What follows belongs to an exercise in optimizing a design on an open flow for small area and a short achievable clock period; a production flow would make more cautious choices.
Function was checked by simulation only, so behaviour that the tests miss may differ from the original.
No activity file was given, so power comes from the tool's default toggle rates.

## fjord
==> flow/design.v (excerpt) <==
module GameModeEazy(
input wire clk,
input wire rst,
input wire load,
input wire [63:0] load_board,
input wire [3:0]btn,
input wire [3:0]mode,
output wire [63:0] num,
output wire [15:0] judge
    );
reg [63:0] num_reg;
wire [15:0] nz;      
reg [1:0] count;
assign num = num_reg;
judge m0(.num(num),.judge(judge));
assign nz = judge;
wire [1:0] cnt_n = count + 2'd1;
wire [3:0] c1h = {cnt_n == 2'd3, cnt_n == 2'd2, cnt_n == 2'd1, cnt_n == 2'd0};
wire m3 = (mode == 4'b0011);
wire go = ~rst & ~load & m3;
wire [3:0] sd;
assign sd[0] = go & btn[0];
assign sd[1] = go & ~btn[0] & btn[1];
assign sd[2] = go & ~btn[0] & ~btn[1] & btn[2];
assign sd[3] = go & ~btn[0] & ~btn[1] & ~btn[2] & btn[3];
wire sh = ~rst & ~load & ~(m3 & (|btn));
wire sl = ~rst & load;
wire [15:0] f15, f7, b3;
wire [63:0] inc;
genvar i, l, p, d, j, k;
generate
for (i = 0; i < 16; i = i + 1) begin : cl
	assign f15[i] = &num_reg[4*i +: 4];
	assign f7[i]  = num_reg[4*i +: 4] == 4'd7;
	assign b3[i]  = num_reg[4*i + 3];
	assign inc[4*i +: 4] = num_reg[4*i +: 4] + 4'd1;
end
endgenerate
wire [63:0] tv [0:3];
wire [15:0] oc [0:3];
wire [3:0]  ch [0:3];
wire [3:0]  bg [0:3];
generate
for (l = 0; l < 8; l = l + 1) begin : pl
	localparam integer B = (l < 4) ? l : 4*(l-4);
	localparam integer S = (l < 4) ? 4 : 1;
	localparam integer DF = (l < 4) ? 0 : 2;
	localparam integer LI = (l < 4) ? l : l - 4;
	wire [3:0] c0 = num_reg[4*(B)     +: 4];
	wire [3:0] c1 = num_reg[4*(B+S)   +: 4];
	wire [3:0] c2 = num_reg[4*(B+2*S) +: 4];
	wire [3:0] c3 = num_reg[4*(B+3*S) +: 4];
	wire [3:0] n = {nz[B+3*S], nz[B+2*S], nz[B+S], nz[B]};
	wire [3:0] fl = {f15[B+3*S], f15[B+2*S], f15[B+S], f15[B]};
	wire [3:0] f7l = {f7[B+3*S], f7[B+2*S], f7[B+S], f7[B]};
	wire [3:0] b3l = {b3[B+3*S], b3[B+2*S], b3[B+S], b3[B]};
	wire [3:0] x0 = c1 | (c2 & {4{~n[1]}}) | (c3 & {4{~n[1] & ~n[2]}});
	wire [3:0] x1 = c2 | (c3 & {4{~n[2]}});
	wire E0 = n[0] & (c0 == x0);
	wire E1 = n[1] & (c1 == x1);
	wire E2 = n[2] & (c2 == c3);
	wire [2:0] qf = {E2, E1, E0};
	wire [2:0] qb = {n[1] & E0, n[2] & (n[1] ? E1 : E0), n[2] ? E2 : (n[1] ? E1 : E0)};
	wire [9:0] fpp, bpp;
	wire [5:0] fpi, bpi;
	wire [3:0] fc, bc;
	wire fch, bch, fbig, bbig;
	dctl fw(.n(n), .q(qf), .f(fl[2:0]), .b3(b3l), .f7(f7l[2:0]),
	        .pp(fpp), .pi(fpi), .occ(fc), .big(fbig), .chg(fch));
  ...
Size in the first run: ~160 I/O pins, ~19,000 µm² of cells after synthesis.
Settings: LEC_CHECK=0, CAP_MARGIN=20, CORE_MARGIN=2, CORE_UTILIZATION=30, GPL_ROUTABILITY_DRIVEN=1, SLEW_MARGIN=20; clock period 28.0 ns.
standard.sh (not shown) runs the stock make flow with config.mk's settings and CLKGATE_MAP_FILE= SYNTH_SCRIPT=/design/flow/synth_recipe.tcl, a recipe that flattens the netlist after the stock synthesis.
==> flow/flow/run.sh <==
#!/bin/bash
# The standard layout (standard.sh: the standard synthesis and ORFS
# flow, unchanged), with these flow settings changed:
#  - SETUP_SLACK_MARGIN=20: the timing repair steps aim for a setup slack
#    margin well above zero, so the layout is optimised for speed rather
#    than only for the (loose) clock period; the SDC is the design's own;
#  - CORE_UTILIZATION=42: a smaller core, for shorter wires;
#  - every input and output port still gets a buffer, but a buf_1 cell
#    rather than the resizer's default pick (a slow delay buffer); the
#    timing repair may upsize it.
# The full tool output goes to standard.log in this folder.
set -uo pipefail
bash standard.sh SETUP_SLACK_MARGIN=20.3 CORE_UTILIZATION=42 REMOVE_ABC_BUFFERS=1 \
  "BUFFER_PORTS_ARGS=-buffer_cell sky130_fd_sc_hd__buf_1" finish > standard.log 2>&1
Input-level comparison between maple and fjord:
==> flow/flow/run.sh <==
#!/bin/bash
# The standard layout (standard.sh, unchanged synthesis), with two
# settings changed:
#  - the timing repair steps aim for a setup slack margin well above zero,
#    so the layout is optimised for speed rather than only for the loose
#    clock period;
#  - the port buffers that every input and output gets are buf_2 cells
#    rather than the resizer's default pick (a slow delay buffer).
# The full tool output goes to standard.log in this folder.
set -uo pipefail
bash standard.sh SETUP_SLACK_MARGIN=20 CORE_UTILIZATION=42 "BUFFER_PORTS_ARGS=-buffer_cell sky130_fd_sc_hd__buf_2" finish > standard.log 2>&1
Findings:
maple: no failed stages, no open violations at the end. Diff fjord and maple: final weighted congestion in routability-driven placement higher in maple. For maple, the master of the slowest instance on the critical path was sky130_fd_sc_hd__dfxtp_2, unlike fjord, where it was sky130_fd_sc_hd__dfxtp_1. maple has less setup slack than fjord. Portion of total power attributed to the clock network, fjord and maple, higher one = fjord. maple against fjord: wire length lost about 1.4%; final critical-path share of the clock period climbed 1.0 points; wire length of the first global-routing pass decreased by about 0.9% relative to the old numbers; count of buffering cells on the critical path with inverters included went down by 1; average vias per placed instance -about 1.2%. In the tables for fjord and maple, part of the total power dissipated in combinational logic reads lower with fjord. Compare fjord and maple | logic depth of the worst path, buffers included lower: maple. For the maximum frequency, maple came in 4.7 MHz lower than fjord did.
Edits applied to the flow inputs when going from maple to sierra:
==> flow/flow/run.sh <==
#!/bin/bash
# The standard layout (standard.sh: the standard synthesis and ORFS
# flow, unchanged), with these flow settings changed:
#  - SETUP_SLACK_MARGIN=20: the timing repair steps aim for a setup slack
#    margin well above zero, so the layout is optimised for speed rather
#    than only for the (loose) clock period; the SDC is the design's own;
#  - CORE_UTILIZATION=42: a smaller core, for shorter wires;
#  - every input and output port still gets a buffer, but a buf_1 cell
#    rather than the resizer's default pick (a slow delay buffer); the
#    timing repair may upsize it.
# The full tool output goes to standard.log in this folder.
set -uo pipefail
bash standard.sh SETUP_SLACK_MARGIN=20.4 CORE_UTILIZATION=42 REMOVE_ABC_BUFFERS=1 \
  "BUFFER_PORTS_ARGS=-buffer_cell sky130_fd_sc_hd__buf_1" finish > standard.log 2>&1
[summary]
- sierra finished all stages; the layout is clean.
- Initial antenna violation count, sierra and maple, lower one = sierra.
- sierra ends up with a utilization that is 1.3 points higher than in maple.
- sierra ends up with a number of nets in the layout that is 40 higher than in maple.
- Total buffers and inverters traversed by the critical path | sierra above maple
- On final wirelength: between sierra and maple, it ends up lower for maple.
- Relative to maple, part of the total power dissipated in combinational logic has gone down in sierra.
- Per the comparison of sierra with maple, final-report max-slew violation count closely matched the old numbers, sequential share of cell area decreased by 0.20 points relative to the old numbers, worst setup margin rose by 0.40 ns.
- Looking at cell with the largest stage delay on the worst path, the sky130_fd_sc_hd__dfxtp_1 result is from sierra; the sky130_fd_sc_hd__dfxtp_2 one comes from maple.
- sierra vs maple — detailed-route via count climbed by a few percent
[inputs] zinc vs sierra
==> flow/flow/run.sh <==
#!/bin/bash
# The standard layout (standard.sh, unchanged synthesis), with two
# settings changed:
#  - the timing repair steps aim for a setup slack margin well above zero,
#    so the layout is optimised for speed rather than only for the loose
#    clock period;
#  - the port buffers that every input and output gets are buf_2 cells
#    rather than the resizer's default pick (a slow delay buffer).
# The full tool output goes to standard.log in this folder.
set -uo pipefail
bash standard.sh SETUP_SLACK_MARGIN=20 CORE_UTILIZATION=42 GPL_ROUTABILITY_DRIVEN=0 "BUFFER_PORTS_ARGS=-buffer_cell sky130_fd_sc_hd__buf_2" finish > standard.log 2>&1
Notes after the runs:
- Summary of zinc over sierra: wire length of the first global-routing pass has decreased, cell area has decreased, average wire length per cell after detail routing has decreased.
- Looking at total detailed-routing wirelength across sierra and zinc, the one that comes out lower is zinc.
- zinc has completed all stages; timing, DRC and antenna checks passed.
- Compared to sierra, zinc reaches a lower achievable clock.
- In the metrics for sierra and zinc, the one carrying the higher power density over the cells is sierra.
### zinc -> harbor
==> flow/flow/run.sh <==
#!/bin/bash
# The standard layout (standard.sh: the standard synthesis and ORFS
# flow, unchanged), with these flow settings changed:
#  - SETUP_SLACK_MARGIN=20: the timing repair steps aim for a setup slack
#    margin well above zero, so the layout is optimised for speed rather
#    than only for the (loose) clock period; the SDC is the design's own;
#  - CORE_UTILIZATION=42: a smaller core, for shorter wires;
#  - every input and output port still gets a buffer, but a buf_1 cell
#    rather than the resizer's default pick (a slow delay buffer); the
#    timing repair may upsize it.
# The full tool output goes to standard.log in this folder.
set -uo pipefail
bash standard.sh SETUP_SLACK_MARGIN=20.3 CORE_UTILIZATION=42 \
  "BUFFER_PORTS_ARGS=-buffer_cell sky130_fd_sc_hd__buf_1" finish > standard.log 2>&1
### Flow results
- Row worst hold slack after final layout: harbor lower / zinc higher
- zinc has a lower number of global-route vias before repair than harbor.
- Inverter count of the layout excluding clock inverters came out lower on harbor than on zinc.
- STATUS design internal power: harbor loses against zinc
- Comparing harbor and zinc, the lower area added between synthesis and finish was measured on zinc.
- Non-clock buffer count sits higher in harbor than in zinc.
- Of harbor and zinc, the higher detailed placement HPWL belongs to harbor.
- [compare] base=zinc new=harbor: fraction of layout cells with a size suffix above 1 lower; die span in x roughly the same; power higher.
- Comparing harbor and zinc, cell area is higher on harbor.

* * *

Setup of run 1:
Starting RTL as in the previous note.
==> flow/config.mk <==
export PLATFORM = sky130hd
export DESIGN_NAME = GameModeEazy
export DESIGN_NICKNAME = GameModeEazy
export VERILOG_FILES = /design/flow/design.v
export SDC_FILE = /design/flow/constraint.sdc
export NUM_CORES = 4
export LEC_CHECK = 0
export CAP_MARGIN = 20
export CORE_MARGIN = 2
export CORE_UTILIZATION = 30
export GPL_ROUTABILITY_DRIVEN = 1
export SLEW_MARGIN = 20
==> flow/constraint.sdc <==
create_clock -name core_clock -period 28.0 [get_ports {clk}]
set_input_delay 5.6000 -clock core_clock [delete_from_list [all_inputs] [get_ports {clk}]]
set_output_delay 5.6000 -clock core_clock [all_outputs]
set_load 0.01 [all_outputs]
==> flow/flow/run.sh <==
#!/bin/bash
# The standard layout (standard.sh: the standard synthesis and ORFS
# flow, unchanged), with these flow settings changed:
#  - SETUP_SLACK_MARGIN: the timing repair steps aim for a setup slack
#    margin well above zero, so the layout is optimised for speed rather
#    than only for the (loose) clock period; the SDC is the design's own;
#  - CORE_UTILIZATION=42: a smaller core, for shorter wires;
#  - REMOVE_ABC_BUFFERS=1: the buffers from synthesis are removed at
#    floorplan and the resizer buffers the netlist afresh;
#  - every input and output port still gets a buffer, but a buf_1 cell
#    rather than the resizer's default pick (a slow delay buffer); the
#    timing repair may upsize it.
# The full tool output goes to standard.log in this folder.
set -uo pipefail
bash standard.sh SETUP_SLACK_MARGIN=20.3 CORE_UTILIZATION=36 REMOVE_ABC_BUFFERS=1 \
  "BUFFER_PORTS_ARGS=-buffer_cell sky130_fd_sc_hd__buf_1" finish > standard.log 2>&1
Edits applied to the flow inputs when going from run 1 to run 2:
==> flow/flow/run.sh <==
#!/bin/bash
# The standard layout (standard.sh, unchanged synthesis), with two
# settings changed:
#  - the timing repair steps aim for a setup slack margin well above zero,
#    so the layout is optimised for speed rather than only for the loose
#    clock period;
#  - the port buffers that every input and output gets are buf_2 cells
#    rather than the resizer's default pick (a slow delay buffer).
# The full tool output goes to standard.log in this folder.
set -uo pipefail
bash standard.sh SETUP_SLACK_MARGIN=20 CORE_UTILIZATION=42 PLACE_DENSITY=0.75 "BUFFER_PORTS_ARGS=-buffer_cell sky130_fd_sc_hd__buf_2" finish > standard.log 2>&1
==> results.txt <==
Side by side, final-layout worst hold slack turned out lower in run 2 than in run 1. Run 2 against run 1; placer's final routability congestion estimate is up by a few percent. Area of placed instances (run 2 over run 1): increase, 0.53%. Comparing run 2 against run 1, there is no change at all in number of instances in the synthesized netlist. Diff run 2 and run 1: final standard cell area without fillers lower in run 2. Relative to run 1, the fraction of power spent switching nets of run 2 is higher by 0.36 points. Wire length reported by the detailed router: run 2 > run 1.
The following lists how run 3 was set up differently from run 2:
==> flow/flow/run.sh <==
#!/bin/bash
# The standard layout (standard.sh: the standard synthesis and ORFS
# flow, unchanged), with these flow settings changed:
#  - SETUP_SLACK_MARGIN=20: the timing repair steps aim for a setup slack
#    margin well above zero, so the layout is optimised for speed rather
#    than only for the (loose) clock period; the SDC is the design's own;
#  - CORE_UTILIZATION=42: a smaller core, for shorter wires;
#  - every input and output port still gets a buffer, but a buf_1 cell
#    rather than the resizer's default pick (a slow delay buffer); the
#    timing repair may upsize it.
# The full tool output goes to standard.log in this folder.
set -uo pipefail
bash standard.sh SETUP_SLACK_MARGIN=20.6 CORE_UTILIZATION=42 REMOVE_ABC_BUFFERS=1 \
  "BUFFER_PORTS_ARGS=-buffer_cell sky130_fd_sc_hd__buf_1" finish > standard.log 2>&1
Results
Run 3: full flow OK, the timing, DRC and antenna checks passed. Setup WNS run 2 -> run 3: better. Going from run 2 to run 3, internal power saw an increase; number of diodes added for antenna fixing saw little to no change; via count saw an increase; length of routed wiring on met1 saw a decrease.
Changes in run 4 relative to run 3:
diff --git a/flow/flow/run.sh b/flow/flow/run.sh
--- a/flow/flow/run.sh
+++ b/flow/flow/run.sh
@@ -13 +13 @@
-bash standard.sh SETUP_SLACK_MARGIN=20.6 CORE_UTILIZATION=42 REMOVE_ABC_BUFFERS=1 \
+bash standard.sh SETUP_SLACK_MARGIN=21 CORE_UTILIZATION=42 REMOVE_ABC_BUFFERS=1 \
[summary]
Relative to run 3, transition time at the pin with the least slew margin has gone down in run 4.
Relative area of non-clock buffer cells in the final design was lower in run 3 than in run 4.
Combinational cell fraction of total power: run 4 > run 3
Sort run 3 and run 4 by global-route wire length before repair, descending, and run 4 comes first.
Run 4 vs run 3: sequential cell area up by a few percent
[run 4 vs run 3] combinational power: higher in run 4
[compare] base=run 3 new=run 4: net switching fraction of the power -0.58 points; number of levels in the clock H-tree stayed essentially flat; peak ir drop on the vdd network now sits lower.
Modified inputs, run 5 compared to run 4
diff --git a/flow/flow/run.sh b/flow/flow/run.sh
--- a/flow/flow/run.sh
+++ b/flow/flow/run.sh
@@ -13 +13 @@
-bash standard.sh SETUP_SLACK_MARGIN=21 CORE_UTILIZATION=42 REMOVE_ABC_BUFFERS=1 \
+bash standard.sh SETUP_SLACK_MARGIN=20 CORE_UTILIZATION=42 REMOVE_ABC_BUFFERS=1 \
- The final layout from run 5, which completed every stage, passed the timing, DRC and antenna checks at the end of the flow.
- Final worst-path cycle share for run 5 is higher than for run 4.
- Run 4 → run 5: wire length after detailed routing now sits lower; switching share of power now sits higher; clock latency of the later-clocked register in the worst-skew pair now sits at about the same level; final core utilization now sits lower.

static timing again, ports no longer ideal:
No port has a modelled driver above. Below, the same layouts with a new extraction and two added sets of constraints.
Step 1 (the two cells are an assumption about what drives the block):
set clk [get_ports {clk}]
set_driving_cell -lib_cell sky130_fd_sc_hd__clkbuf_16 $clk
set_driving_cell -lib_cell sky130_fd_sc_hd__buf_2 [delete_from_list [all_inputs] $clk]
Step 2 times the ports against the registers' clock, not the clock port: input delays grow and output delays shrink by t, the midpoint of the rising clock arrivals with the driver on.
Three values: ideal, step 1, step 2; two values: the first two.
run | t, ns | setup slack, ns | worst hold slack (ns)
fjord | 0.456 | 20.283 / 20.226 / 19.935 | 0.532 / 0.532 / 0.532
maple | 0.446 | 19.991 / 19.935 / 19.687 | 0.528 / 0.528 / 0.528
sierra | 0.461 | 20.387 / 20.328 / 20.030 | 0.538 / 0.538 / 0.538
zinc | 0.451 | 19.941 / 19.887 / 19.601 | 0.535 / 0.535 / 0.535
harbor | 0.436 | 20.280 / 20.241 / 19.867 | 0.528 / 0.528 / 0.528
run 1 | 0.449 | 20.325 / 20.272 / 19.937 | 0.588 / 0.588 / 0.588
run 2 | 0.452 | 19.966 / 19.906 / 19.677 | 0.551 / 0.551 / 0.551
run 3 | 0.458 | 20.594 / 20.558 / 20.168 | 0.532 / 0.532 / 0.532
run 4 | 0.457 | 20.562 / 20.599 / 20.142 | 0.530 / 0.530 / 0.530
run 5 | 0.455 | 19.984 / 19.928 / 19.696 | 0.533 / 0.533 / 0.533
After both steps every run listed still meets setup and hold. For run 3, which loses most, drivers alone change the setup slack by -0.036 ns; drivers and shift together by -0.426 ns.
